This design comes from an exercise in tuning for small area on the open sky130 flow, not from production work. The RTL was checked by simulation tests, not by an equivalence proof against the original design. No run shown here takes its clock network from TritonCTS; it comes from the design's own scripts or RTL. The clock input has no modelled driver; a real chip could not lean on it and would need a root buffer or a full tree. Power figures rest on the tool's default switching activity, not on a simulated workload.

[flow/config.mk]
export PLATFORM = sky130hd
export DESIGN_NAME = pcs_8b_10b
export DESIGN_NICKNAME = pcs_8b_10b
export VERILOG_FILES = /design/flow/design.v
export SDC_FILE = /design/flow/constraint.sdc
export NUM_CORES = 4
export LEC_CHECK = 0
export CAP_MARGIN = 20
export CORE_MARGIN = 2
export CORE_UTILIZATION = 60
export GPL_TIMING_DRIVEN = 0
export PLACE_DENSITY = 0.7
export SLEW_MARGIN = 20
[flow/constraint.sdc]
create_clock -name core_clock -period 4.0 [get_ports {clk}]
set_input_delay 0.8000 -clock core_clock [delete_from_list [all_inputs] [get_ports {clk}]]
set_output_delay 0.8000 -clock core_clock [all_outputs]
set_load 0.01 [all_outputs]
[flow/design.v]
module pcs_8b_10b(clk, reset, tx_rd_in, tx_char_val, tx_data_in, tx_data_out, rx_rd_in, rx_char_val, rx_data_in, rx_data_out);
  input clk ;
  wire clk ;
  input reset ;
  wire reset ;
  input tx_rd_in ;
  wire tx_rd_in ;
  input tx_char_val ;
  wire tx_char_val ;
  input [7:0] tx_data_in ;
  wire [7:0] tx_data_in ;
  output [9:0] tx_data_out ;
  reg [9:0] tx_data_out ;
  input rx_rd_in ;
  wire rx_rd_in ;
  output rx_char_val ;
  input [9:0] rx_data_in ;
  wire [9:0] rx_data_in ;
  output [7:0] rx_data_out ;
  wire [1:0] e000 ;
  wire [9:0] e001 ;
  wire e002 ;
  wire e003 ;
  wire e004 ;
  wire e005 ;
  wire e006 ;
  wire e007 ;
  wire e008 ;
  wire e009 ;
  wire e010 ;
  wire e011 ;
  wire e012 ;
  wire e013 ;
  wire e014 ;
  wire e015 ;
  wire e016 ;
  wire e017 ;
  wire e018 ;
  wire e019 ;
  wire e020 ;
  wire e021 ;
  wire e022 ;
  wire e023 ;
  wire e024 ;
  wire e025 ;
  wire e026 ;
  wire e027 ;
  wire e028 ;
  wire e029 ;
  wire e030 ;
  wire e031 ;
  wire e032 ;
  wire e033 ;
  wire e034 ;
  wire e035 ;
  wire e036 ;
  wire e037 ;
  wire e038 ;
  wire e039 ;
  wire e040 ;
  wire e041 ;
  wire e042 ;
  wire e043 ;
  wire e044 ;
  wire e045 ;
  wire e046 ;
  wire e047 ;
  wire e048 ;
  wire e049 ;
  wire e050 ;
  wire e051 ;
  wire e052 ;
  wire e053 ;
  wire e054 ;
  wire e055 ;
  wire e056 ;
  wire e057 ;
  wire e058 ;
  wire e059 ;
  wire e060 ;
  wire e061 ;
  wire e062 ;
  wire e063 ;
  wire e064 ;
  wire e065 ;
  wire e066 ;
  wire e067 ;
  wire e068 ;
  wire e069 ;
  wire e070 ;
  wire e071 ;
  wire e072 ;
  wire e073 ;
  wire e074 ;
  wire e075 ;
  wire e076 ;
  wire e077 ;
  wire e078 ;
  wire e079 ;
  wire e080 ;
  wire e081 ;
  wire e082 ;
  wire e083 ;
  wire e084 ;
  wire e085 ;
  wire e086 ;
  wire e087 ;
  wire e088 ;
  wire e089 ;
  wire e090 ;
  wire e091 ;
  reg [1:0] e_hi_r ;
  wire [1:0] e_kk_r ;
  reg [3:0] e_lo_r ;
  reg e_rd_r ;
  wire in_k28 ;
  reg k28 ;
  assign e074 = e066 & ~(e073) ;
  assign e075 = e048 | e031 ;
  assign e076 = e075 | ~(e051) ;
  assign e077 = ~(e076 & e074) ;
  assign e001[4] = e057 ? e077 : e074 ;
  assign e078 = tx_data_in[7] & ~(tx_char_val) ;
  assign e079 = ~(e_hi_r[0] | e_hi_r[1]) ;
  assign e080 = e_kk_r[0] | ~(e079) ;
  assign e081 = e_hi_r[0] & e_hi_r[1] ;
  assign e082 = e081 | ~(e034) ;
  assign e083 = e080 & ~(e082) ;
  assign e084 = ~(e083 | e078) ;
  assign e085 = e081 | tx_char_val ;
  assign e086 = ~(e085 | e079) ;
  assign e087 = e_rd_r & ~(e086) ;
  assign e088 = e_kk_r[0] | ~(e034) ;
  assign e089 = e079 ? tx_char_val : e088 ;
  assign e090 = e089 ^ e087 ;
  assign e001[1] = e090 ^ e084 ;
  assign e091 = k28 & ~(e_hi_r[1]) ;
  assign e002 = tx_char_val & ~(e091) ;
  assign e003 = e002 | e_hi_r[0] ;
  assign e004 = e003 | e001[1] ;
  assign e005 = e034 & ~(e_hi_r[0]) ;
  assign e006 = tx_char_val & ~(e005) ;
  assign e007 = e_hi_r[1] & ~(e006) ;
  assign e008 = e087 ? e006 : e007 ;
  assign e001[2] = e008 | ~(e004) ;
  assign e009 = ~tx_data_in[7] ;
  assign e010 = ~(e086 & e009) ;
  assign e001[0] = ~(e010 & e090) ;
  assign e011 = e041 & ~(e_lo_r[1]) ;
  assign e012 = ~(e011 | e_lo_r[0]) ;
  assign e013 = e012 | ~(e035) ;
  assign e001[9] = e013 ^ e060 ;
  assign e014 = e085 | ~(e_hi_r[1]) ;
  assign e015 = e033 & ~(e091) ;
  assign e016 = e015 | e005 ;
  assign e017 = e016 ^ e087 ;
  assign e001[3] = e014 & ~(e017) ;
  assign e018 = tx_data_in[2] & tx_data_in[3] ;
  assign e019 = tx_data_in[1] | ~(tx_data_in[4]) ;
  assign e020 = e019 | tx_data_in[0] ;
  assign in_k28 = e018 & ~(e020) ;
  assign e021 = tx_data_in[2] | tx_data_in[3] ;
  assign e022 = tx_data_in[5] & tx_data_in[4] ;
  assign e023 = ~(e022 & tx_data_in[6]) ;
  assign e024 = e021 & ~(e023) ;
  assign e025 = e024 | in_k28 ;
  assign e026 = ~(tx_data_in[0] & tx_data_in[1]) ;
  assign e027 = e026 ^ e018 ;
  assign e028 = e027 | e009 ;
  assign e000[0] = e025 & ~(e028) ;
  assign e029 = ~e_lo_r[3] ;
  assign e030 = ~(e_lo_r[2] & e_lo_r[1]) ;
  assign e031 = e_lo_r[0] & ~(e030) ;
  assign e032 = e031 & ~(e029) ;
  assign e033 = tx_char_val & ~(e_kk_r[0]) ;
  assign e034 = k28 & tx_char_val ;
  assign e035 = ~(e034 | e033) ;
  assign e036 = e035 & ~(e032) ;
  assign e037 = ~(e_lo_r[2] | e_lo_r[1]) ;
  assign e038 = e037 & ~(e_lo_r[0]) ;
  assign e039 = e038 | e_lo_r[1] ;
  assign e040 = ~(e039 & e036) ;
  assign e041 = e_lo_r[3] & ~(e_lo_r[2]) ;
  assign e042 = ~e_rd_r ;
  assign e043 = e038 | e029 ;
  assign e044 = e_lo_r[0] & ~(e037) ;
  assign e045 = e030 & ~(e044) ;
  assign e046 = e045 & e043 ;
  assign e047 = ~(e046 | e032) ;
  assign e048 = tx_char_val | tx_data_in[4] ;
  assign e049 = ~(e048 | e047) ;
  assign e050 = e049 & ~(e042) ;
  assign e051 = e045 | e029 ;
  assign e052 = e051 | ~(tx_data_in[4]) ;
  assign e053 = e038 | e031 ;
  assign e054 = e053 | tx_char_val ;
  assign e055 = e052 & ~(e054) ;
  assign e056 = e_rd_r & ~(e055) ;
  assign e057 = ~(e056 | e050) ;
  assign e058 = e049 ? e042 : e056 ;
  assign e059 = ~e058 ;
  assign e060 = e041 ? e057 : e059 ;
  assign e001[8] = e060 ^ e040 ;
  assign e061 = ~e033 ;
  assign e062 = e038 & ~(e_lo_r[3]) ;
  assign e063 = ~(e062 | e_lo_r[2]) ;
  assign e064 = e061 & ~(e063) ;
  assign e065 = e064 | e034 ;
  assign e001[7] = e065 ^ e058 ;
  assign e066 = ~e034 ;
  assign e067 = e036 & ~(e043) ;
  assign e068 = e066 & ~(e067) ;
  assign e001[6] = e068 ^ e060 ;
  assign e069 = k28 | ~(e033) ;
  assign e070 = ~(e048 | e032) ;
  assign e071 = e070 & ~(e062) ;
  assign e072 = e071 | ~(e069) ;
  assign e001[5] = e072 ^ e057 ;
  assign e073 = e061 & ~(e047) ;
  always @(posedge clk)
      e_lo_r[0] <= tx_data_in[0] ;
  always @(posedge clk)
      e_lo_r[1] <= tx_data_in[1] ;
  always @(posedge clk)
      e_lo_r[2] <= tx_data_in[2] ;
  always @(posedge clk)
      e_lo_r[3] <= tx_data_in[3] ;
  always @(posedge clk)
      e_hi_r[0] <= tx_data_in[5] ;
  always @(posedge clk)
      e_hi_r[1] <= tx_data_in[6] ;
  always @(posedge clk)
      e_rd_r <= tx_rd_in ;
  reg e_kk_r_reg_0 ;
  always @(posedge clk)
      e_kk_r_reg_0  <= e000[0] ;
  assign e_kk_r[0] = e_kk_r_reg_0 ;
  always @(posedge clk)
      k28 <= in_k28 ;
  always @(posedge clk)
      tx_data_out[0] <= e001[0] ;
  always @(posedge clk)
      tx_data_out[1] <= e001[1] ;
  always @(posedge clk)
      tx_data_out[2] <= e001[2] ;
  always @(posedge clk)
      tx_data_out[3] <= e001[3] ;
  always @(posedge clk)
      tx_data_out[4] <= e001[4] ;
  always @(posedge clk)
      tx_data_out[5] <= e001[5] ;
  always @(posedge clk)
      tx_data_out[6] <= e001[6] ;
  always @(posedge clk)
      tx_data_out[7] <= e001[7] ;
  always @(posedge clk)
      tx_data_out[8] <= e001[8] ;
  always @(posedge clk)
      tx_data_out[9] <= e001[9] ;
  assign e000[1] = in_k28 ;
  assign e_kk_r[1] = k28 ;
  reg rx_char_val ;
  reg [7:0] rx_data_out ;
  wire [7:0] d000 ;
  wire [8:0] d001 ;
  wire d002 ;
  wire d003 ;
  wire d004 ;
  wire d005 ;
  wire d006 ;
  wire d007 ;
  wire d008 ;
  wire d009 ;
  wire d010 ;
  wire d011 ;
  wire d012 ;
  wire d013 ;
  wire d014 ;
  wire d015 ;
  wire d016 ;
  wire d017 ;
  wire d018 ;
  wire d019 ;
  wire d020 ;
  wire d021 ;
  wire d022 ;
  wire d023 ;
  wire d024 ;
  wire d025 ;
  wire d026 ;
  wire d027 ;
  wire d028 ;
  wire d029 ;
  wire d030 ;
  wire d031 ;
  wire d032 ;
  wire d033 ;
  wire d034 ;
  wire d035 ;
  wire d036 ;
  wire d037 ;
  wire d038 ;
  wire d039 ;
  wire d040 ;
  wire d041 ;
  wire d042 ;
  wire d043 ;
  wire d044 ;
  wire d045 ;
  wire d046 ;
  wire d047 ;
  wire d048 ;
  wire d049 ;
  wire d050 ;
  wire d051 ;
  wire d052 ;
  wire d053 ;
  wire d054 ;
  wire d055 ;
  wire d056 ;
  wire d057 ;
  wire d058 ;
  wire d059 ;
  wire d060 ;
  wire d061 ;
  wire d062 ;
  wire d063 ;
  wire d064 ;
  wire d065 ;
  wire d066 ;
  wire d067 ;
  wire d068 ;
  wire d069 ;
  wire d070 ;
  wire d071 ;
  wire d072 ;
  wire d073 ;
  wire d074 ;
  wire d075 ;
  wire d076 ;
  wire d077 ;
  wire d078 ;
  wire d079 ;
  wire d080 ;
  wire d081 ;
  wire d082 ;
  wire d083 ;
  wire d084 ;
  wire d085 ;
  wire d086 ;
  wire d087 ;
  wire d088 ;
  wire d089 ;
  wire d090 ;
  wire d091 ;
  wire d092 ;
  wire d093 ;
  wire d094 ;
  wire d095 ;
  wire d096 ;
  wire d097 ;
  wire d098 ;
  wire d099 ;
  wire d100 ;
  wire d101 ;
  wire d102 ;
  wire d103 ;
  wire [4:0] d5 ;
  reg [7:0] dec_r ;
  wire kc ;
  reg [8:0] sel_r ;
  assign d045 = rx_data_in[8] & rx_data_in[6] ;
  assign d046 = ~(rx_data_in[7] | rx_data_in[9]) ;
  assign d047 = ~(d046 | d045) ;
  assign d048 = rx_data_in[7] & rx_data_in[9] ;
  assign d049 = ~(rx_data_in[8] | rx_data_in[6]) ;
  assign d050 = ~(d049 | d048) ;
  assign d051 = ~(d050 | d047) ;
  assign d052 = rx_data_in[5] | rx_data_in[4] ;
  assign d053 = ~(d048 | d045) ;
  assign d054 = d053 & ~(d052) ;
  assign d055 = ~(rx_data_in[5] & rx_data_in[4]) ;
  assign d056 = ~(d049 | d046) ;
  assign d057 = d056 & ~(d055) ;
  assign d058 = d057 | d054 ;
  assign d059 = ~(d058 | d051) ;
  assign d060 = ~(d055 & d052) ;
  assign d061 = ~(d056 ^ d053) ;
  assign d062 = ~(d061 & d060) ;
  assign d063 = ~rx_data_in[5] ;
  assign d064 = ~(d048 | rx_data_in[8]) ;
  assign d065 = ~(d064 | d046) ;
  assign d066 = d046 & ~(rx_data_in[8]) ;
  assign d067 = d066 | rx_rd_in ;
  assign d068 = d067 | d065 ;
  assign d069 = rx_data_in[4] & ~(d068) ;
  assign d070 = rx_data_in[4] | ~(rx_data_in[6]) ;
  assign d071 = d061 | ~(d070) ;
  assign d072 = ~(d071 & rx_rd_in) ;
  assign d073 = ~(rx_data_in[6] | rx_data_in[4]) ;
  assign d074 = d073 & ~(d072) ;
  assign d075 = ~(d074 | d069) ;
  assign d076 = ~(d065 & d063) ;
  assign d077 = d072 & ~(d076) ;
  assign d078 = ~(d061 | d059) ;
  assign d079 = rx_data_in[5] & ~(d065) ;
  assign d080 = d079 | d078 ;
  assign d081 = d080 | d077 ;
  assign d082 = d075 & ~(d081) ;
  assign d083 = d068 & ~(d082) ;
  assign d084 = d083 | d063 ;
  assign d085 = d061 ^ rx_data_in[4] ;
  assign d086 = ~(d085 | d082) ;
  assign d087 = d084 & ~(d086) ;
  assign d088 = d087 ^ rx_data_in[9] ;
  assign d089 = d062 & ~(d088) ;
  assign d5[0] = d059 & ~(d089) ;
  assign d090 = d087 ^ rx_data_in[8] ;
  assign d091 = d062 & ~(d090) ;
  assign d5[1] = d059 & ~(d091) ;
  assign d092 = d087 ^ rx_data_in[7] ;
  assign d093 = d062 & ~(d092) ;
  assign d5[2] = d059 & ~(d093) ;
  assign d094 = d075 | d059 ;
  assign d095 = d092 & ~(d094) ;
  assign d5[4] = ~(d086 | d083) ;
  assign d096 = ~(rx_data_in[1] | rx_data_in[0]) ;
  assign d097 = ~(rx_data_in[2] & rx_data_in[4]) ;
  assign d098 = d097 & ~(d096) ;
  assign d099 = rx_data_in[2] | rx_data_in[4] ;
  assign d100 = rx_data_in[1] & rx_data_in[0] ;
  assign d101 = d099 & ~(d100) ;
  assign d102 = d101 | d098 ;
  assign d103 = d102 | d061 ;
  assign d002 = d5[4] & ~(d103) ;
  assign d003 = ~(d002 | d095) ;
  assign d004 = rx_data_in[3] ^ rx_data_in[2] ;
  assign d005 = ~d004 ;
  assign d006 = rx_data_in[2] | rx_data_in[1] ;
  assign d007 = ~(rx_data_in[2] & rx_data_in[1]) ;
  assign d008 = d007 & d006 ;
  assign d009 = ~(rx_data_in[3] ^ rx_rd_in) ;
  assign d010 = d009 & d008 ;
  assign d011 = d005 & ~(d010) ;
  assign d012 = rx_data_in[3] & ~(rx_data_in[0]) ;
  assign d013 = rx_data_in[0] & ~(rx_data_in[3]) ;
  assign d014 = ~(d013 | d012) ;
  assign d015 = d005 & ~(d014) ;
  assign d016 = ~(d100 | d096) ;
  assign d017 = ~(rx_data_in[0] ^ rx_rd_in) ;
  assign d018 = ~(d017 | d016) ;
  assign d019 = d018 & ~(d015) ;
  assign d020 = d019 | d011 ;
  assign kc = ~(d020 | d003) ;
  assign d001[2] = kc ? d092 : dec_r[2] ;
  assign d021 = d087 ^ rx_data_in[6] ;
  assign d022 = d088 & ~(d021) ;
  assign d023 = d022 | d059 ;
  assign d024 = d062 & ~(d021) ;
  assign d5[3] = d023 & ~(d024) ;
  assign d001[3] = kc ? d021 : dec_r[3] ;
  assign d025 = kc | dec_r[5] ;
  assign d026 = d095 ^ rx_rd_in ;
  assign d027 = d006 & ~(d012) ;
  assign d028 = d027 | d096 ;
  assign d029 = d026 & ~(d028) ;
  assign d030 = d007 & ~(d013) ;
  assign d031 = d030 | d100 ;
  assign d032 = ~(d031 | d026) ;
  assign d033 = d032 | d015 ;
  assign d034 = ~(d033 | d029) ;
  assign d035 = ~(kc & d009) ;
  assign d036 = d034 & ~(d035) ;
  assign d001[5] = d025 & ~(d036) ;
  assign d037 = d009 & ~(d016) ;
  assign d038 = d017 & ~(d037) ;
  assign d001[7] = kc ? d038 : dec_r[7] ;
  assign d039 = d017 ^ d008 ;
  assign d001[6] = kc ? d039 : dec_r[6] ;
  assign d001[4] = kc | dec_r[4] ;
  assign d000[6] = ~d034 ;
  assign d040 = ~(d028 | d026) ;
  assign d041 = d026 & ~(d031) ;
  assign d042 = d041 | d015 ;
  assign d000[5] = d042 | d040 ;
  assign d001[0] = kc ? d5[0] : dec_r[0] ;
  assign d043 = d026 ^ rx_data_in[1] ;
  assign d044 = d004 & ~(d043) ;
  assign d000[7] = d016 & ~(d044) ;
  assign d001[1] = kc ? d5[1] : dec_r[1] ;
  always @(posedge clk)
      sel_r[1] <= d001[1] ;
  always @(posedge clk)
      sel_r[2] <= d001[2] ;
  always @(posedge clk)
      sel_r[3] <= d001[3] ;
  always @(posedge clk)
      sel_r[4] <= d001[4] ;
  always @(posedge clk)
      sel_r[5] <= d001[5] ;
  always @(posedge clk)
      sel_r[6] <= d001[6] ;
  always @(posedge clk)
      sel_r[7] <= d001[7] ;
  always @(posedge clk)
      sel_r[8] <= kc ;
  always @(posedge clk)
      rx_data_out[0] <= sel_r[0] ;
  always @(posedge clk)
      rx_data_out[1] <= sel_r[1] ;
  always @(posedge clk)
      rx_data_out[2] <= sel_r[2] ;
  always @(posedge clk)
      rx_data_out[3] <= sel_r[3] ;
  always @(posedge clk)
      rx_data_out[4] <= sel_r[4] ;
  always @(posedge clk)
      rx_data_out[5] <= sel_r[5] ;
  always @(posedge clk)
      rx_data_out[6] <= sel_r[6] ;
  always @(posedge clk)
      rx_data_out[7] <= sel_r[7] ;
  always @(posedge clk)
      rx_char_val <= sel_r[8] ;
  always @(posedge clk)
      dec_r[0] <= d5[0] ;
  always @(posedge clk)
      dec_r[1] <= d5[1] ;
  always @(posedge clk)
      dec_r[2] <= d5[2] ;
  always @(posedge clk)
      dec_r[3] <= d5[3] ;
  always @(posedge clk)
      dec_r[4] <= d5[4] ;
  always @(posedge clk)
      dec_r[5] <= d000[5] ;
  always @(posedge clk)
      dec_r[6] <= d000[6] ;
  always @(posedge clk)
      dec_r[7] <= d000[7] ;
  always @(posedge clk)
      sel_r[0] <= d001[0] ;
  assign d000[4:0] = d5 ;
  assign d001[8] = kc ;
endmodule
[flow/flow/run.sh]
#!/bin/bash
# Own layout flow: the standard layout (standard.sh) with three changes.
#  1. Synthesis is the standard script (synth_recipe.tcl) with the combinational
#     mapping step changed: no half/full-adder extraction and an area-oriented
#     ABC mapping (flow/area.abc). Registers are made by the same Yosys passes as
#     in the standard synthesis, so they keep their names and cell types.
#  2. Ports are buffered with sky130_fd_sc_hd__buf_1 instead of the default.
#  3. The clock tree is built by flow/cts_pre.tcl (a few clock buffers, each
#     driving one group of nearby clock pins) in place of clock_tree_synthesis.
# Each tool's output goes to a log file of its own in the work folder.
set -euo pipefail
WORK="$(cd "$(dirname "$0")/.." && pwd)"
cd "$WORK"

# synthesis script: the standard one with our mapping step
sed -e "s#@AREA_ABC@#$WORK/flow/area.abc#" flow/synth_pre.tcl > "$WORK/own_synth.tcl"
tail -n +2 synth_recipe.tcl >> "$WORK/own_synth.tcl"

# the standard make line, with our synthesis script
sed -e "s#SYNTH_SCRIPT=[^ ]*#SYNTH_SCRIPT=$WORK/own_synth.tcl#" standard.sh > own_standard.sh

bash own_standard.sh synth > "$WORK/log_synth.txt" 2>&1

export PRE_CTS_TCL="$WORK/flow/cts_pre.tcl"
export BUFFER_PORTS_ARGS="-buffer_cell sky130_fd_sc_hd__buf_1"
bash own_standard.sh > "$WORK/log_layout.txt" 2>&1
test -s out/final.def
[flow/flow/area.abc]
strash
&get -n
&dch -f
&nf -R 30 -p -C 32 -F 8
&put
topo
[flow/flow/cts_pre.tcl]
# Clock tree: the clock pins are split into CLK_GROUPS groups (k-means on their
# positions, default 3) and each group gets one buffer (CLKBUF_CELL, default
# sky130_fd_sc_hd__clkbuf_8) at its centre, driven by the clock port. This
# replaces clock_tree_synthesis for this small design; the rest of the standard
# CTS step (legalisation, timing repair) runs as usual.
proc clock_tree_synthesis { args } {
  set cell sky130_fd_sc_hd__clkbuf_8
  if { [info exists ::env(CLKBUF_CELL)] } { set cell $::env(CLKBUF_CELL) }
  set k 3
  if { [info exists ::env(CLK_GROUPS)] } { set k $::env(CLK_GROUPS) }
  set block [ord::get_db_block]
  set clk_net [$block findNet clk]
  set master [[ord::get_db] findMaster $cell]
  set sinks {}
  set xs {}
  set ys {}
  foreach it [$clk_net getITerms] {
    set box [[$it getInst] getBBox]
    lappend sinks $it
    lappend xs [expr { ([$box xMin] + [$box xMax]) / 2.0 }]
    lappend ys [expr { ([$box yMin] + [$box yMax]) / 2.0 }]
  }
  set n [llength $sinks]
  # initial centres: sinks in x order, evenly spaced
  set order [lsort -real -indices $xs]
  set cx {}
  set cy {}
  for { set g 0 } { $g < $k } { incr g } {
    set i [lindex $order [expr { int(($g + 0.5) * $n / $k) }]]
    lappend cx [lindex $xs $i]
    lappend cy [lindex $ys $i]
  }
  for { set iter 0 } { $iter < 50 } { incr iter } {
    set assign {}
    for { set i 0 } { $i < $n } { incr i } {
      set best 0
      set bd 1e30
      for { set g 0 } { $g < $k } { incr g } {
        set d [expr { abs([lindex $xs $i] - [lindex $cx $g]) + abs([lindex $ys $i] - [lindex $cy $g]) }]
        if { $d < $bd } { set bd $d; set best $g }
      }
      lappend assign $best
    }
    set ncx {}
    set ncy {}
    for { set g 0 } { $g < $k } { incr g } {
      set m 0; set ax 0.0; set ay 0.0
      for { set i 0 } { $i < $n } { incr i } {
        if { [lindex $assign $i] == $g } {
          set ax [expr { $ax + [lindex $xs $i] }]
          set ay [expr { $ay + [lindex $ys $i] }]
          incr m
        }
      }
      if { $m > 0 } {
        lappend ncx [expr { $ax / $m }]
        lappend ncy [expr { $ay / $m }]
      } else {
        lappend ncx [lindex $cx $g]
        lappend ncy [lindex $cy $g]
      }
    }
    set cx $ncx
    set cy $ncy
  }
  for { set g 0 } { $g < $k } { incr g } {
    set buf [odb::dbInst_create $block $master clkbuf_$g]
    set net [odb::dbNet_create $block clknet_$g]
    $net setSigType CLOCK
    set m 0
    for { set i 0 } { $i < $n } { incr i } {
      if { [lindex $assign $i] == $g } {
        set it [lindex $sinks $i]
        $it disconnect
        $it connect $net
        incr m
      }
    }
    [$buf findITerm A] connect $clk_net
    [$buf findITerm X] connect $net
    $buf setLocation [expr { int([lindex $cx $g]) }] [expr { int([lindex $cy $g]) }]
    $buf setPlacementStatus PLACED
    puts "clock buffer clkbuf_$g ($cell) drives $m clock pins"
  }
  set_propagated_clock [all_clocks]
}
[flow/flow/synth_pre.tcl]
proc synth {args} { yosys synth -nofsm -noshare {*}$args }
# no half/full-adder extraction
proc extract_fa {args} { puts "extract_fa skipped" }
# area-only mapping script in place of the standard one
proc abc {args} {
  set out {}
  set skip 0
  foreach a $args {
    if { $skip } { set skip 0; continue }
    if { $a eq "-script" } { lappend out -script @AREA_ABC@; set skip 1; continue }
    if { $a eq "-D" } { set skip 1; continue }
    lappend out $a
  }
  yosys abc {*}$out
}
[flow/standard.sh]
#!/bin/bash
# synth_recipe.tcl (not shown) runs the flow's synth.tcl, then flattens the netlist and writes it again
# the make line also repeats each setting of config.mk as NAME=value (left out here)
make -C /OpenROAD-flow-scripts/flow DESIGN_CONFIG=/design/flow/config.mk WORK_HOME=/design/flow/orfs CLKGATE_MAP_FILE= SYNTH_SCRIPT=/design/flow/synth_recipe.tcl "${@:-finish}"
==> results_dict.tcl, run 1 <==
set metrics [dict create \
    status "no timing/DRC/antenna violations" \
    ys_warn_count 1 \
    cp_top_family "compound AO/OA/AOI/OAI gates" \
    initialDrtViolationCount 75 \
    drc 0 \
    fillers 245 \
    worst_setup_path_end_kind "register" \
    ir_drop_v 0.000248 \
    cp-start-kind "primary input" \
    rsz0062_at_grt "false" \
    post_drt_wl_per_cell_um 11.4 \
    p_leak_nw 0.806 \
    drive_gt1_share_pct 2.07 \
    worst_r2r_endpoint "tx_data_out[8]" \
    synth_fp_nets 220 \
    grt_pass1_wl_um 5220 \
    antenna_left 0 \
    crit_type "in -> reg" \
    area_growth_pct 13.2 \
    antennaDiodeCount 0 \
    synth_area_mm2 0.00185 \
    routed_wl_um 3140 \
    critical_path_arrival_ns 3.73 \
    place.gp.congestion 0.940 \
    antenna_found_initial 0 \
    cts_hold_buf 0 \
    hold_class "reg -> reg" \
    dieArea_mm2 0.00354 \
    hold_viol 0 \
    final_common_cell "dfxtp_1" \
    vias 1507 \
    worst_pin_slew_ns 0.375 \
    period_needed_ns 3.67 \
    synth_area_leader_cell "dfxtp_1" \
    yosysSeqAreaShare_pct 48.8 \
    avgViaCountPerCell 5.50 \
    r2r_start "e_lo_r[1]" \
    whs_ns 0.334 \
    finClkSkew_ns 0.0400 \
    synth_top_area_share_pct 48.8 \
    grt_usage_pct 18.2 \
    required_ns 4.06 \
    r2r_cells 7 \
    cts_setup_buffers 0 \
    postSynthAreaPerCell_um2 9.37 \
    crit_path_max_incr_delay_ns 0.34 \
    timing.fmax_mhz 273 \
    num_rows 20 \
    relSlewSlack_pct 74.3 \
    final_area_mm2 0.00209 \
    final_cell_mix "dfxtp_1 (45), buf_1 (40), a21oi_1 (19), nand2_1 (18), nor2_1 (13)" \
    clk_pin_slew_ns 0.11 \
    dr.pass1.iters 4 \
    post_cts_resized 0 \
    die_h_um 59.5 \
    reg2reg_slack_ns 1.90 \
    fp.dieW_um 59.5 \
    fin_cells 274 \
    ys_types 36 \
    timing.critical_path.to "sel_r[1]" \
    critPathMaxFanout 8 \
    synth_seq_cells 45 \
    synth_cells 197 \
    clk_latency_ns 0.16 \
    core-area_mm2 0.00298 \
    setup_viol 0 \
    postPlaceCellArea_mm2 0.00205 \
    path_cells "buf_1, o22ai_1, xor2_1, a21boi_0, o2111ai_1, nand2_1, a22o_1, xnor2_1, nand3b_1, a21boi_2, buf_4, mux2_1" \
    ios 42 \
    path_depth 12 \
    hold_path_depth 0 \
    grt_pass1_vias 1352 \
    slowest_stage "xor2_1" \
    power_density_mw_per_mm2 441 \
    portBuffers 40 \
    max_cap_viol_count 0 \
    nNetsFinal 266 \
    dp_cells 271 \
    initial_core_util_pct 62.0 \
    worst-path-buf-inv 2 \
    dp_hpwl_um 2490 \
    slew_violations 0 \
    grt_max_degree 23 \
    overflow 0 \
    synthTopCellsByArea "dfxtp_1 (49%), xor2_1 (5.7%), xnor2_1 (5.2%)" \
    startpoint "rx_data_in[8]" \
    period_share_pct 91.7 \
]
-- how the worst min path moves through the flow --
stage	slack, ns	start	endpoint
6_report	0.33	sel_r[7]	rx_data_out[7]
5_1_grt	0.34	sel_r[7]	rx_data_out[7]
4_1_cts	0.33	sel_r[7]	rx_data_out[7]
3_5_place_dp	0.31	sel_r[7]	rx_data_out[7]
3_3_place_gp	0.31	sel_r[6]	rx_data_out[6]
2_1_floorplan	0.31	sel_r[8]	rx_char_val
-- layer usage --
metal | vias to the layer above | wire [um] | GRT usage (%)
li1 | 788 | - | -
met1 | 675 | 1350 | 20.7
met2 | 38 | 1590 | 35.2
met3 | 6 | 140 | 1.53
met4 | 0 | 58 | 5.52
met5 | - | 0 | 0
-- synthesized netlist by cell type --
| library cell | count |
|---|---|
| dfxtp_1 | 45 |
| a21oi_1 | 19 |
| nand2_1 | 18 |
| nor2_1 | 13 |
| xor2_1 | 12 |
| xnor2_1 | 11 |
| o21ai_0 | 9 |
| nand2b_1 | 7 |
| clkinv_1 | 6 |
| nand3_1 | 5 |
| nor3_1 | 5 |
| mux2i_1 | 4 |
| or2_0 | 4 |
| a211oi_1 | 3 |
| a21o_1 | 3 |
| o22ai_1 | 3 |
| a21boi_0 | 2 |
| a22o_1 | 2 |
| a22oi_1 | 2 |
| a31oi_1 | 2 |
| a41oi_1 | 2 |
| maj3_1 | 2 |
| mux2_1 | 2 |
| nor2b_1 | 2 |
| nor4_1 | 2 |
| or3_1 | 2 |
| nand3b_1 | 1 |
| nand4_1 | 1 |
| nor4b_1 | 1 |
| o2111a_1 | 1 |
| o2111ai_1 | 1 |
| o211a_1 | 1 |
| o21bai_1 | 1 |
| o221ai_1 | 1 |
| o31a_1 | 1 |
| or4_1 | 1 |
-- worst reg2reg max path: cells and delay by family, from the launching register on --
family          cells  cell delay [ns]
simple gates        3             0.77
compound gates      1             0.17
xor+xnor            1             0.19
flops               1             0.37
mux                 2             0.49
-- cells by family (layout without fill, tap and decap cells) --
group           Yosys count  in the layout  synth area share (%)
flops                    45             45                  48.8
compound gates           53             53                  18.2
simple gates             62             62                  16.4
buf+inv                   6             50                  1.22
mux                       6              6                  3.39
xor+xnor                 23             23                  10.9
fa+ha+maj                 2              2                  1.08
-- state kept, by name, summed over array words and instances, names as in the netlist --
register / flops
e_rd_r: 1
rx_data_out: 8
tx_data_out: 10
k28: 1
e_kk_r_reg_0: 1
rx_char_val: 1
dec_r: 8
e_hi_r: 2
sel_r: 9
e_lo_r: 4
-- power by group --
group          internal [W]  switching [W]  leakage (nW)
sequential         0.000527      0.0000228         0.378
combinational     0.0000840       0.000118         0.407
clock             0.0000690       0.000101        0.0216
-- metrics by stage --
step / power [W] / setup slack, ns / util, % / setup TNS, ns
final: 0.000922 / 0.330 / 70.2 / 0
after global routing: 0.000980 / 0.0189 / 70.2 / 0
after CTS: 0.000927 / 0.227 / 70.1 / 0
after detailed placement: 0.000764 / 0.0408 / 68.7 / 0
after global placement: 0.000755 / -0.444 / 68.4 / -2.67
after floorplan: 0.000696 / 0.261 / - / 0
-- cell type report --
type	instances	area, um^2	area share, %
flip-flops and latches	45	901	43.1
well taps	33	41.3	1.97
inverters	6	22.5	1.08
multi-input cells	146	927	44.3
plain buffers	3	41.3	1.97
repair buffers	41	158	7.54
==> run 2, diff against run 1 <==
==> flow/flow/area.abc (replaced) <==
strash
&get -n
&dch -f
&nf -R 100 -p -C 32 -F 8
&put
topo
==> run 2 against run 1 <==
Still clean. Sequential cell count is the same. Via count grew 0.66%. Synthesized area fell by 1.0%. Hold slack improved by 0.0014 ns. Power rose by 1.5%. Cell area up 1.5%. Highest routed layer unchanged.
==> results_dict.tcl, run 2 <==
set metrics [dict create \
    clockPowerShare_pct 18.3 \
    place.gp.congestion 0.928 \
    fin_cells 275 \
    busiest_layer "met2" \
    pwr-share-seq_pct 58.9 \
    synth_seq_cells 45 \
    grt.met1_usage_pct 21.8 \
    antennaDiodeCount 0 \
    initial_core_util_pct 61.4 \
    switching_share_pct 26.7 \
    slew_violations 0 \
    antenna_found_initial 0 \
    top_register "tx_data_out" \
    critPathMaxFanout 7 \
    postSynthAreaPerCell_um2 9.37 \
    ios 42 \
    reg_top3 "tx_data_out x10, sel_r x9" \
    synth_cells 195 \
    core-area_mm2 0.00298 \
    vias 1517 \
    use_met2_pct 39.7 \
    synth_fp_nets 218 \
    synth_area_leader_cell "dfxtp_1" \
    fillers 256 \
    cp_top_family "compound AO/OA/AOI/OAI gates" \
    cp-start-kind "primary input" \
    antenna_left 0 \
    async_reset_ff_share_pct 0 \
    worst-path-buf-inv 3 \
    grt_pass1_vias 1374 \
    final_cell_mix "dfxtp_1 (45), buf_1 (38), a21oi_1 (21), nand2_1 (16)" \
    status "no timing/DRC/antenna violations" \
    grt_pass1_wl_um 5580 \
    area_growth_pct 16.1 \
    intPower_w 0.000686 \
    dr.pass1.iters 4 \
    relSlewSlack_pct 67.7 \
    synthMostInstantiatedCell "dfxtp_1" \
    avgViaCountPerCell 5.52 \
    synthTopCellsByArea "dfxtp_1 (49%), xor2_1 (6.7%), a21oi_1 (5.7%)" \
    fp.dieW_um 59.2 \
    overflow 0 \
    p_total_w 0.000936 \
    timing.fmax_mhz 266 \
    crit_path_max_incr_delay_ns 0.53 \
    drc 0 \
    synth_area_mm2 0.00183 \
    ys_warn_count 1 \
    place_ws_ns -0.425 \
    postPlaceCellArea_mm2 0.00203 \
    die_h_um 59.2 \
    critical_path_arrival_ns 3.84 \
    power.net_switching_w 0.000249 \
    initialDrtViolationCount 63 \
    p_leak_nw 0.829 \
    ys_types 36 \
    required_ns 4.08 \
    drive_gt1_share_pct 5.37 \
    grt_max_degree 18 \
    period_needed_ns 3.76 \
    finClkSkew_ns 0.0160 \
    worst_setup_path_end_kind "register" \
    grt_usage_pct 19.6 \
    pwr-share-comb_pct 22.8 \
    routed_wl_um 3370 \
    max_cap_viol_count 0 \
    post_drt_wl_per_cell_um 12.2 \
    hold_viol 0 \
    hold_class "reg -> reg" \
    clk_pin_slew_ns 0.09 \
    nNetsFinal 267 \
    ir_drop_v 0.000286 \
    ys_top_cells_by_count "dfxtp_1 (45), a21oi_1 (21), nand2_1 (16)" \
    dp_cells 268 \
    portBuffers 40 \
    crit_type "in -> reg" \
    num_rows 20 \
    synth_edf_count 0 \
    slowest_stage "or4_1" \
    final_common_cell "dfxtp_1" \
    yosysSeqAreaShare_pct 49.3 \
    path_cells "buf_1, or4_1, nand4_1, clkinv_1, o22ai_1, a311o_1, nand2b_1, a21o_2, xnor2_1, nand3_1, a221oi_4, buf_4, nor2_1, a41oi_1" \
    synth_top_flop_cell "dfxtp_1" \
    whs_ns 0.335 \
    clk_latency_ns 0.15 \
    worst_pin_slew_ns 0.479 \
    power_density_mw_per_mm2 441 \
    dieArea_mm2 0.00350 \
    met3_usage_pct 1.31 \
    dp_hpwl_um 2530 \
    synth_top_area_share_pct 49.3 \
    period_share_pct 93.9 \
    final_area_mm2 0.00212 \
    setup_viol 0 \
    largest_register_ffs 10 \
    setup_slack_ns 0.243 \
]
-- run 2: kinds of logic (layout without fill, tap and decap cells) --
group,count (synthesis),in the layout,share of synthesized area [%]
xor gates and xnor gates,23,23,11.0
muxes,6,6,3.42
buffers and inverters,5,52,1.03
adders and majority gates,2,2,1.10
DFF,45,45,49.3
and+or+nand+nor,63,63,16.8
AOI/OAI and AO/OA,51,51,17.3
-- run 2: path summary, 6_finish.rpt --
path | endpoint | slack [ns] | start | depth (start not counted)
max | sel_r[5] | 0.24 | rx_data_in[8] | 14
min | rx_data_out[7] | 0.34 | sel_r[7] | 0
max reg2reg | tx_data_out[8] | 1.87 | e_lo_r[1] | 7
min reg2reg | rx_data_out[7] | 0.34 | sel_r[7] | 0
-- run 2: per-stage QoR --
step | setup TNS, ns | utilization [%]
floorplan | 0 | -
global placement | -1.41 | 68.0
detailed placement | -2.36 | 68.0
CTS | 0 | 70.3
global route | -0.0145 | 71.3
finish | 0 | 71.3
-- run 2: timing repair --
| action | CTS | global route |
|---|---|---|
| hold endpoints to repair | 0 | 0 |
| pin swaps | 1 | 2 |
| endpoints found under the setup margin | 8 | 10 |
| gates resized for setup | 1 | 6 |
| hold buffers | 0 | 0 |
| buffers inserted | 2 | 2 |
-- run 2: routing by layer --
metal / vias up / routed length, um
met1: 676 / 1370
met5: - / 0
met4: 0 / 66
met3: 8 / 147
met2: 43 / 1790
li1: 790 / -
-- run 2: area by class of cell --
type / count / area [um^2] / share of cell area, %
multi-input combinational: 145 / 937 / 44.2
sequential: 45 / 901 / 42.5
timing repair buffer: 44 / 183 / 8.61
buffer: 3 / 41.3 / 1.95
tap: 33 / 41.3 / 1.95
inverter: 5 / 18.8 / 0.884
-- run 2: power by group through the flow --
| stage | clock network, W | registers, W | logic (W) |
|---|---|---|---|
| 2_1_floorplan | 0 | 0.000578 | 0.000119 |
| 3_3_place_gp | 0 | 0.000560 | 0.000197 |
| 3_5_place_dp | 0 | 0.000563 | 0.000202 |
| 4_1_cts | 0.000177 | 0.000553 | 0.000206 |
| 5_1_grt | 0.000194 | 0.000562 | 0.000241 |
| 6_report | 0.000172 | 0.000551 | 0.000213 |
-- run 2: worst reg2reg max path, stage by stage, from the launching register on --
cell and delay, ns:
dfxtp_1 0.37, or3_1 0.45, a21oi_1 0.18, nor2_1 0.07, nor3_1 0.24, mux2i_1 0.31, mux2i_1 0.20, xor2_1 0.19
==> run 3, diff against run 2 <==
==> flow/flow/area.abc (replaced) <==
strash
&get -n
&dch -f
&nf -R 20 -p -C 32 -F 8
&put
topo
==> run 3 against run 2 <==
Largest cell class unchanged. Still clean on timing, DRC and antenna. Combinational power is 7% lower. Routed wire length is 0.77% lower. Clock skew is 0.025 ns higher.
==> results_dict.tcl, run 3 <==
set metrics [dict create \
    fp.dieW_um 59.8 \
    synth_top_area_share_pct 48.2 \
    final.setup.tns_ns 0 \
    antennaDiodeCount 0 \
    clk_latency_ns 0.16 \
    num_rows 20 \
    drc 0 \
    initial_core_util_pct 62.3 \
    reg_top3 "tx_data_out x10, sel_r x9" \
    grt_max_degree 22 \
    power_density_mw_per_mm2 434 \
    place_ws_ns 0.165 \
    crit_type "in -> reg" \
    grt_pass1_wl_um 5770 \
    largest_register_ffs 10 \
    yosysSeqAreaShare_pct 48.2 \
    grt_usage_pct 20.0 \
    hold_class "reg -> reg" \
    routed_wl_um 3340 \
    antenna_found_initial 0 \
    period_share_pct 91.5 \
    max_cap_viol_count 0 \
    final_cell_mix "dfxtp_1 (45), buf_1 (40), a21oi_1 (17), nand2_1 (15)" \
    synth_edf_count 0 \
    avgViaCountPerCell 5.71 \
    p_total_w 0.000911 \
    whs_ns 0.319 \
    ys_top_cells_by_count "dfxtp_1 (45), a21oi_1 (17), nand2_1 (15)" \
    top_register "tx_data_out" \
    postPlaceCellArea_mm2 0.00206 \
    critPathMaxFanout 9 \
    place.gp.congestion 0.906 \
    ys_types 39 \
    critical_path_arrival_ns 3.72 \
    async_reset_ff_share_pct 0 \
    synth_fp_nets 222 \
    ys_warn_count 1 \
    ios 42 \
    clk_pin_slew_ns 0.11 \
    setup_slack_ns 0.341 \
    dr.pass1.iters 5 \
    die_h_um 59.8 \
    rsz0062_at_grt "false" \
    status "no timing/DRC/antenna violations" \
    synth_area_mm2 0.00187 \
    antenna_left 0 \
    worst_setup_path_end_kind "register" \
    postSynthAreaPerCell_um2 9.39 \
    worst_pin_slew_ns 0.459 \
    vias 1569 \
    cp-start-kind "primary input" \
    synth_cells 199 \
    portBuffers 40 \
    synth_area_leader_cell "dfxtp_1" \
    final_common_cell "dfxtp_1" \
    timing.fmax_mhz 273 \
    initialDrtViolationCount 111 \
    final_area_mm2 0.00210 \
    grt_pass1_vias 1482 \
    synthMostInstantiatedCell "dfxtp_1" \
    area_growth_pct 12.5 \
    core-area_mm2 0.00300 \
    fillers 250 \
    dp_hpwl_um 2680 \
    nNetsFinal 267 \
    hold_viol 0 \
    slew_violations 0 \
    setup_viol 0 \
    ir_drop_v 0.000260 \
    p_leak_nw 0.821 \
    period_needed_ns 3.66 \
    synthTopCellsByArea "dfxtp_1 (48%), xor2_1 (6.1%), a21oi_1 (4.6%)" \
    post_cts_resized 0 \
    relSlewSlack_pct 69.1 \
    synth_seq_cells 45 \
    post_drt_wl_per_cell_um 12.1 \
    dieArea_mm2 0.00358 \
    overflow 0 \
    drive_gt1_share_pct 1.24 \
    synth_top_flop_cell "dfxtp_1" \
    cts_setup_buffers 0 \
    required_ns 4.06 \
    cts_hold_buf 0 \
    finClkSkew_ns 0.0411 \
]
[run 3: area by class of cell]
class                           instances  area (um^2)  share of cell area [%]
Multi-Input combinational cell        148          946                    45.0
Sequential cell                        45          901                    42.9
Timing Repair Buffer                   40          150                    7.14
Buffer                                  3         41.3                    1.96
Tap cell                               33         41.3                    1.96
Inverter                                6         22.5                    1.07
[run 3: routing by layer]
metal  GRT usage, %  wire [um]
met3           1.95        156
met5              0          0
met1           22.8       1350
met2           37.7       1740
met4           7.62        100
[run 3: path summary, 6_finish.rpt]
| kind | start | to | slack (ns) | depth (start not counted) |
|---|---|---|---|---|
| worst max-delay path | rx_data_in[8] | sel_r[0] | 0.34 | 11 |
| worst min-delay path | sel_r[2] | rx_data_out[2] | 0.32 | 0 |
| worst max register to register | e_lo_r[1] | tx_data_out[8] | 1.85 | 7 |
| worst min register to register | sel_r[2] | rx_data_out[2] | 0.32 | 0 |
[run 3: power by group]
| part | internal, W | switching [W] |
|---|---|---|
| registers | 0.000524 | 0.0000214 |
| clock network | 0.0000690 | 0.0000991 |
| logic | 0.0000808 | 0.000117 |
[run 3: critical path, stage by stage]
cell       delay [ns]
buf_1            0.15
a22oi_1          0.38
xor2_1           0.20
a41oi_1          0.30
o2111ai_1        0.18
and3_1           0.24
a21o_1           0.18
or4_1            0.51
a21o_1           0.26
clkinv_1         0.17
mux2_1           0.34
[run 3: cells by family after synthesis]
logic type               count (synthesis)  share of synthesized area (%)
AND/OR/NAND/NOR                         63                           17.0
AO/OA/AOI/OAI                           56                           19.3
flip-flops                              45                           48.2
XOR/XNOR                                21                           9.84
buffers and inverters                    6                           1.20
multiplexers                             6                           3.35
adder cells (fa/ha/maj)                  2                           1.07
[run 3: stage by stage]
step	std cells	util [%]
detailed placement	272	68.6
finish	275	70.0
global route	275	70.0
global placement	272	68.6
CTS	275	70.0
floorplan	199	-
==> run 4, diff against run 3 <==
==> flow/flow/area.abc (replaced) <==
strash
&get -n
&dch -f
&nf -R 10 -p -C 32 -F 8
&put
topo
==> run 4 against run 3 <==
First-iteration DRC count fell by 52%. Final cell count rose by 5.5%. Clock power barely moved. Clock skew fell by 0.026 ns. Cell area rose by 3.0%. Synthesized cell count rose by 2.0%. Sequential share of layout area fell by 1.2 points. Critical path depth fell by 1. Core utilization rose by 1.5 points. Critical path type unchanged. Critical endpoint is now dec_r[5]. Highest routed layer unchanged.
==> results_dict.tcl, run 4 <==
set metrics [dict create \
    status "no timing/DRC/antenna violations" \
    place.gp.congestion 0.898 \
    power_density_mw_per_mm2 426 \
    top_register "tx_data_out" \
    synth_edf_count 0 \
    worst_pin_slew_ns 0.426 \
    cts_setup_buffers 0 \
    postSynthAreaPerCell_um2 9.35 \
    avgViaCountPerCell 5.53 \
    fp.dieW_um 60.2 \
    required_ns 4.04 \
    dr.pass1.iters 4 \
    cp-start-kind "primary input" \
    final_common_cell "dfxtp_1" \
    yosysSeqAreaShare_pct 47.5 \
    synthTopCellsByArea "dfxtp_1 (47%), xor2_1 (5.5%), a21oi_1 (5.0%)" \
    p_leak_nw 0.826 \
    antenna_left 0 \
    initial_core_util_pct 62.7 \
    drive_gt1_share_pct 2.85 \
    ir_drop_v 0.000171 \
    reg_top3 "tx_data_out x10, sel_r x9" \
    synth_top_area_share_pct 47.5 \
    synth_area_leader_cell "dfxtp_1" \
    synth_top_flop_cell "dfxtp_1" \
    num_rows 20 \
    ys_warn_count 1 \
    period_needed_ns 3.73 \
    ys_types 42 \
    antennaDiodeCount 0 \
    synth_area_mm2 0.00190 \
    period_share_pct 93.2 \
    routed_wl_um 3580 \
    ys_top_cells_by_count "dfxtp_1 (45), a21oi_1 (19), nand2_1 (15)" \
    grt_usage_pct 19.8 \
    grt_pass1_vias 1408 \
    worst_setup_path_end_kind "register" \
    setup_viol 0 \
    synthMostInstantiatedCell "dfxtp_1" \
    post_drt_wl_per_cell_um 12.3 \
    dp_hpwl_um 2850 \
    grt_pass1_wl_um 5720 \
    final_cell_mix "dfxtp_1 (45), buf_1 (40), a21oi_1 (19), nand2_1 (15), nor2_1 (14)" \
    hold_viol 0 \
    grt_max_degree 19 \
    synth_fp_nets 226 \
    antenna_found_initial 0 \
    initialDrtViolationCount 53 \
    clk_latency_ns 0.15 \
    ios 42 \
    async_reset_ff_share_pct 0 \
    slew_violations 0 \
    area_growth_pct 14.0 \
    relSlewSlack_pct 71.2 \
    finClkSkew_ns 0.0154 \
    die_h_um 60.2 \
    nNetsFinal 271 \
    vias 1604 \
    synth_seq_cells 45 \
    p_total_w 0.000923 \
    largest_register_ffs 10 \
    critPathMaxFanout 7 \
    portBuffers 40 \
    hold_class "reg -> reg" \
    rsz0062_at_grt "false" \
    critical_path_arrival_ns 3.77 \
    whs_ns 0.333 \
    crit_type "in -> reg" \
    synth_cells 203 \
    fillers 255 \
    timing.fmax_mhz 268 \
    overflow 0 \
    dieArea_mm2 0.00363 \
    max_cap_viol_count 0 \
    drc 0 \
    core-area_mm2 0.00303 \
    clk_pin_slew_ns 0.09 \
]
-- run 4: where the power goes --
part           switching [W]  internal, W
combinational       0.000124    0.0000817
sequential         0.0000226     0.000524
clock               0.000102    0.0000691
total               0.000248     0.000675
-- run 4: through the flow --
| step | instance area (um^2) | utilization (%) | cells | TNS [ns] | worst slack, ns |
|---|---|---|---|---|---|
| after floorplan | 1900 | - | 203 | 0 | 0.482 |
| after global placement | 2100 | 69.5 | 287 | -0.427 | -0.0870 |
| after detailed placement | 2100 | 69.5 | 287 | -1.62 | -0.274 |
| after CTS | 2150 | 71.0 | 290 | 0 | 0.0111 |
| after global routing | 2160 | 71.5 | 290 | 0 | 0.0790 |
| final | 2160 | 71.5 | 290 | 0 | 0.270 |
-- run 4: final timing paths --
check / startpoint / to / slack, ns / cells past startpoint
setup / recovery: rx_data_in[8] / dec_r[5] / 0.27 / 10
hold / removal: sel_r[4] / rx_data_out[4] / 0.33 / 0
setup reg to reg: e_lo_r[1] / tx_data_out[8] / 1.88 / 7
hold reg to reg: sel_r[4] / rx_data_out[4] / 0.33 / 0
-- run 4: final cells by class --
type	count	area [um^2]	share of cell area, %
buffer	3	41.3	1.91
inverter	5	18.8	0.867
multi-input combinational	153	998	46.1
sequential	45	901	41.6
tap	44	55.1	2.54
timing repair buffer	40	150	6.94
-- run 4: cell families after synthesis --
| family | Yosys count | synth area share (%) |
|---|---|---|
| AOI/OAI and AO/OA | 59 | 20.4 |
| buffers and inverters | 5 | 0.989 |
| and+or+nand+nor | 67 | 17.7 |
| xor gates and xnor gates | 18 | 8.31 |
| muxes | 7 | 4.02 |
| adders and majority gates | 2 | 1.05 |
| DFF | 45 | 47.5 |
-- run 4: critical path, cell delays in order --
cell       delay [ns]
buf_1            0.15
a22oi_1          0.36
xor2_2           0.31
o21ai_0          0.20
a2111oi_1        0.47
o21ai_0          0.21
and3_1           0.26
o31ai_2          0.43
a21boi_0         0.20
a311o_1          0.37
-- run 4: repair_timing --
action	4_1_cts	5_1_grt
hold buffers	0	0
resized for setup	2	4
endpoints found under the setup margin	6	10
endpoints found under the hold margin	0	0
-- run 4: metal layers --
| layer | routed length, um | global-route usage, % |
|---|---|---|
| met3 | 120 | 1.30 |
| met2 | 1980 | 41.0 |
| met4 | 62 | 5.08 |
| met1 | 1420 | 21.0 |
| met5 | 0 | 0 |
==> run 5, diff against run 4 <==
==> flow/flow/area.abc (replaced) <==
strash
&get -n
&dch -f
&nf -R 1000 -p -C 32 -F 8
&put
topo
==> run 5 against run 4 <==
Hold slack gained 0.0023 ns. Final cell count decreased by 5.2%. Via count decreased by 5.4%. Synthesized area decreased by 3.7%. Core utilization down 0.23 points. Sequential power up 0.9%. Clock power about the same. Still clean on timing, DRC and antenna. Die area shrank 3.5%. Sequential share of layout area up 0.83 points. First-iteration DRC count grew 19%. Cell area fell by 2.0%.
==> results_dict.tcl, run 5 <==
set metrics [dict create \
    area_growth_pct 16.1 \
    num_rows 20 \
    finClkSkew_ns 0.0160 \
    synthMostInstantiatedCell "dfxtp_1" \
    crit_path_max_incr_delay_ns 0.53 \
    grt_pass1_wl_um 5580 \
    synth_edf_count 0 \
    largest_register_ffs 10 \
    vias 1517 \
    timing.fmax_mhz 266 \
    antenna_left 0 \
    postSynthAreaPerCell_um2 9.37 \
    antennaDiodeCount 0 \
    hold_path_depth 0 \
    dp_hpwl_um 2530 \
    ir_drop_v 0.000286 \
    hold_class "reg -> reg" \
    synthTopCellsByArea "dfxtp_1 (49%), xor2_1 (6.7%), a21oi_1 (5.7%)" \
    relSlewSlack_pct 67.7 \
    post_drt_wl_per_cell_um 12.2 \
    period_needed_ns 3.76 \
    ys_types 36 \
    synth_fp_nets 218 \
    dr.pass1.iters 4 \
    power_density_mw_per_mm2 441 \
    fin_cells 275 \
    required_ns 4.08 \
    r2r_cells 7 \
    max_cap_viol_count 0 \
    synth_cells 195 \
    place_ws_ns -0.425 \
    synth_top_flop_cell "dfxtp_1" \
    fillers 256 \
    final_common_cell "dfxtp_1" \
    slew_violations 0 \
    initialDrtViolationCount 63 \
    place.gp.congestion 0.928 \
    ys_top_cells_by_count "dfxtp_1 (45), a21oi_1 (21), nand2_1 (16)" \
    synth_area_mm2 0.00183 \
    routed_wl_um 3370 \
    nNetsFinal 267 \
    grt_pass1_vias 1374 \
    slowest_stage "or4_1" \
    crit_type "in -> reg" \
    avgViaCountPerCell 5.52 \
    core-area_mm2 0.00298 \
    critPathMaxFanout 7 \
    ys_warn_count 1 \
    path_cells "buf_1, or4_1, nand4_1, clkinv_1, o22ai_1, a311o_1, nand2b_1, a21o_2, xnor2_1, nand3_1, a221oi_4, buf_4, nor2_1, a41oi_1" \
    top_register "tx_data_out" \
    yosysSeqAreaShare_pct 49.3 \
    fp.dieW_um 59.2 \
    hold_viol 0 \
    period_share_pct 93.9 \
    reg2reg_slack_ns 1.87 \
    dieArea_mm2 0.00350 \
    drive_gt1_share_pct 5.37 \
    status "no timing/DRC/antenna violations" \
    regArea_um2 901 \
    synth_area_leader_cell "dfxtp_1" \
    async_reset_ff_share_pct 0 \
    reg_top3 "tx_data_out x10, sel_r x9" \
    worst_setup_path_end_kind "register" \
    dp_cells 268 \
    portBuffers 40 \
    setup_slack_ns 0.243 \
    synth_top_area_share_pct 49.3 \
    grt_usage_pct 19.6 \
    p_leak_nw 0.829 \
    grt_max_degree 18 \
    clk_latency_ns 0.15 \
    ios 42 \
    synth_seq_cells 45 \
    final_cell_mix "dfxtp_1 (45), buf_1 (38), a21oi_1 (21), nand2_1 (16)" \
    clk_pin_slew_ns 0.09 \
    critical_path_arrival_ns 3.84 \
    worst_pin_slew_ns 0.479 \
    cp-start-kind "primary input" \
    drc 0 \
    antenna_found_initial 0 \
    overflow 0 \
    multiInputGateArea_um2 937 \
    initial_core_util_pct 61.4 \
    die_h_um 59.2 \
    setup_viol 0 \
]
-- run 5: cell count changes after synthesis, moves of 2 or more --
cell | previous run | this run
a21boi_0 | 2 | 0
a21oi_1 | 19 | 21
a31oi_1 | 3 | 1
mux2_1 | 5 | 2
mux2i_1 | 2 | 4
xnor2_1 | 6 | 9
xor2_1 | 12 | 14
-- run 5: logic make-up after synthesis --
| family | Yosys count | share of synthesized area [%] |
|---|---|---|
| flip-flops | 45 | 49.3 |
| XOR/XNOR | 23 | 11.0 |
| buffers and inverters | 5 | 1.03 |
| adder cells (fa/ha/maj) | 2 | 1.10 |
| AO/OA/AOI/OAI | 51 | 17.3 |
| AND/OR/NAND/NOR | 63 | 16.8 |
| multiplexers | 6 | 3.42 |
-- run 5: metrics by stage --
stage	cell area (um^2)	power, W	util [%]	setup TNS (ns)	hold slack [ns]
final	2120	0.000936	71.3	0	0.335
after global routing	2120	0.000996	71.3	-0.0145	0.345
after CTS	2090	0.000936	70.3	0	0.338
after detailed placement	2030	0.000765	68.0	-2.36	0.315
after global placement	2030	0.000757	68.0	-1.41	0.310
after floorplan	1830	0.000697	-	0	0.310
-- run 5: worst max-delay path: cells and delay by family --
kind | cells | cell delay [ns]
xor+xnor | 1 | 0.20
simple gates | 5 | 1.06
buf+inv | 3 | 0.53
compound gates | 5 | 1.24
-- run 5: timing repair --
action | in CTS | in global routing
hold buffers | 0 | 0
setup endpoints to repair | 8 | 10
pin swaps | 1 | 2
gates resized for setup | 1 | 6
buffers inserted | 2 | 2
endpoints found under the hold margin | 0 | 0
-- run 5: power breakdown --
| group | switching, W | internal (W) |
|---|---|---|
| logic | 0.000124 | 0.0000890 |
| registers | 0.0000229 | 0.000528 |
| clock network | 0.000102 | 0.0000691 |
-- run 5: layout make-up --
| type | instances | area share (%) |
|---|---|---|
| repair buffers | 44 | 8.61 |
| well taps | 33 | 1.95 |
| multi-input cells | 145 | 44.2 |
| inverters | 5 | 0.884 |
| flip-flops and latches | 45 | 42.5 |
| plain buffers | 3 | 1.95 |
-- run 5: worst paths after layout --
path | start | to
hold reg to reg | sel_r[7] | rx_data_out[7]
setup / recovery | rx_data_in[8] | sel_r[5]
setup reg to reg | e_lo_r[1] | tx_data_out[8]
hold / removal | sel_r[7] | rx_data_out[7]
-- run 5: metal layers --
layer  global-route usage (%)  vias up  routed length (um)
li1                         -      790                   -
met5                        0        -                   0
met1                     21.8      676                1370
met4                     3.90        0                  66
met2                     39.7       43                1790
met3                     1.31        8                 147

-- afterwards: timing with drivers on the ports --
The results above use ideal ports. As a check the final layouts listed here were re-extracted and re-timed, cells and wires unchanged.
Step 1 (the two cells are an assumption about what drives the block):
set clk [get_ports {clk}]
set_driving_cell -lib_cell sky130_fd_sc_hd__clkbuf_16 $clk
set_driving_cell -lib_cell sky130_fd_sc_hd__buf_2 [delete_from_list [all_inputs] $clk]
Step 2 moves the port delays by t, midway between the first and last clock arrival at a register: inputs arrive t later, outputs are due t later. That takes back most of the time a late clock gives input paths.
Slacks: no drivers / after step 1 / after step 2; pairs: no drivers / after step 1.
run | shift t [ns] | slack for setup (ns) | hold WS [ns] | latest minus earliest clock arrival (ns) | slew at the worst register clock pin (ns)
run 1 | 0.190 | 0.330 / 0.356 / 0.167 | 0.334 / 0.334 / 0.334 | 0.040 / 0.041 | 0.11 / 0.11
run 2 | 0.190 | 0.243 / 0.269 / 0.079 | 0.335 / 0.335 / 0.335 | 0.016 / 0.016 | 0.09 / 0.09
run 3 | 0.183 | 0.341 / 0.364 / 0.181 | 0.319 / 0.319 / 0.319 | 0.042 / 0.041 | 0.11 / 0.11
run 4 | 0.186 | 0.270 / 0.292 / 0.106 | 0.333 / 0.333 / 0.333 | 0.016 / 0.015 | 0.09 / 0.09
run 5 | 0.190 | 0.243 / 0.269 / 0.079 | 0.335 / 0.335 / 0.335 | 0.016 / 0.016 | 0.09 / 0.09
After both steps every run listed still meets setup and hold.
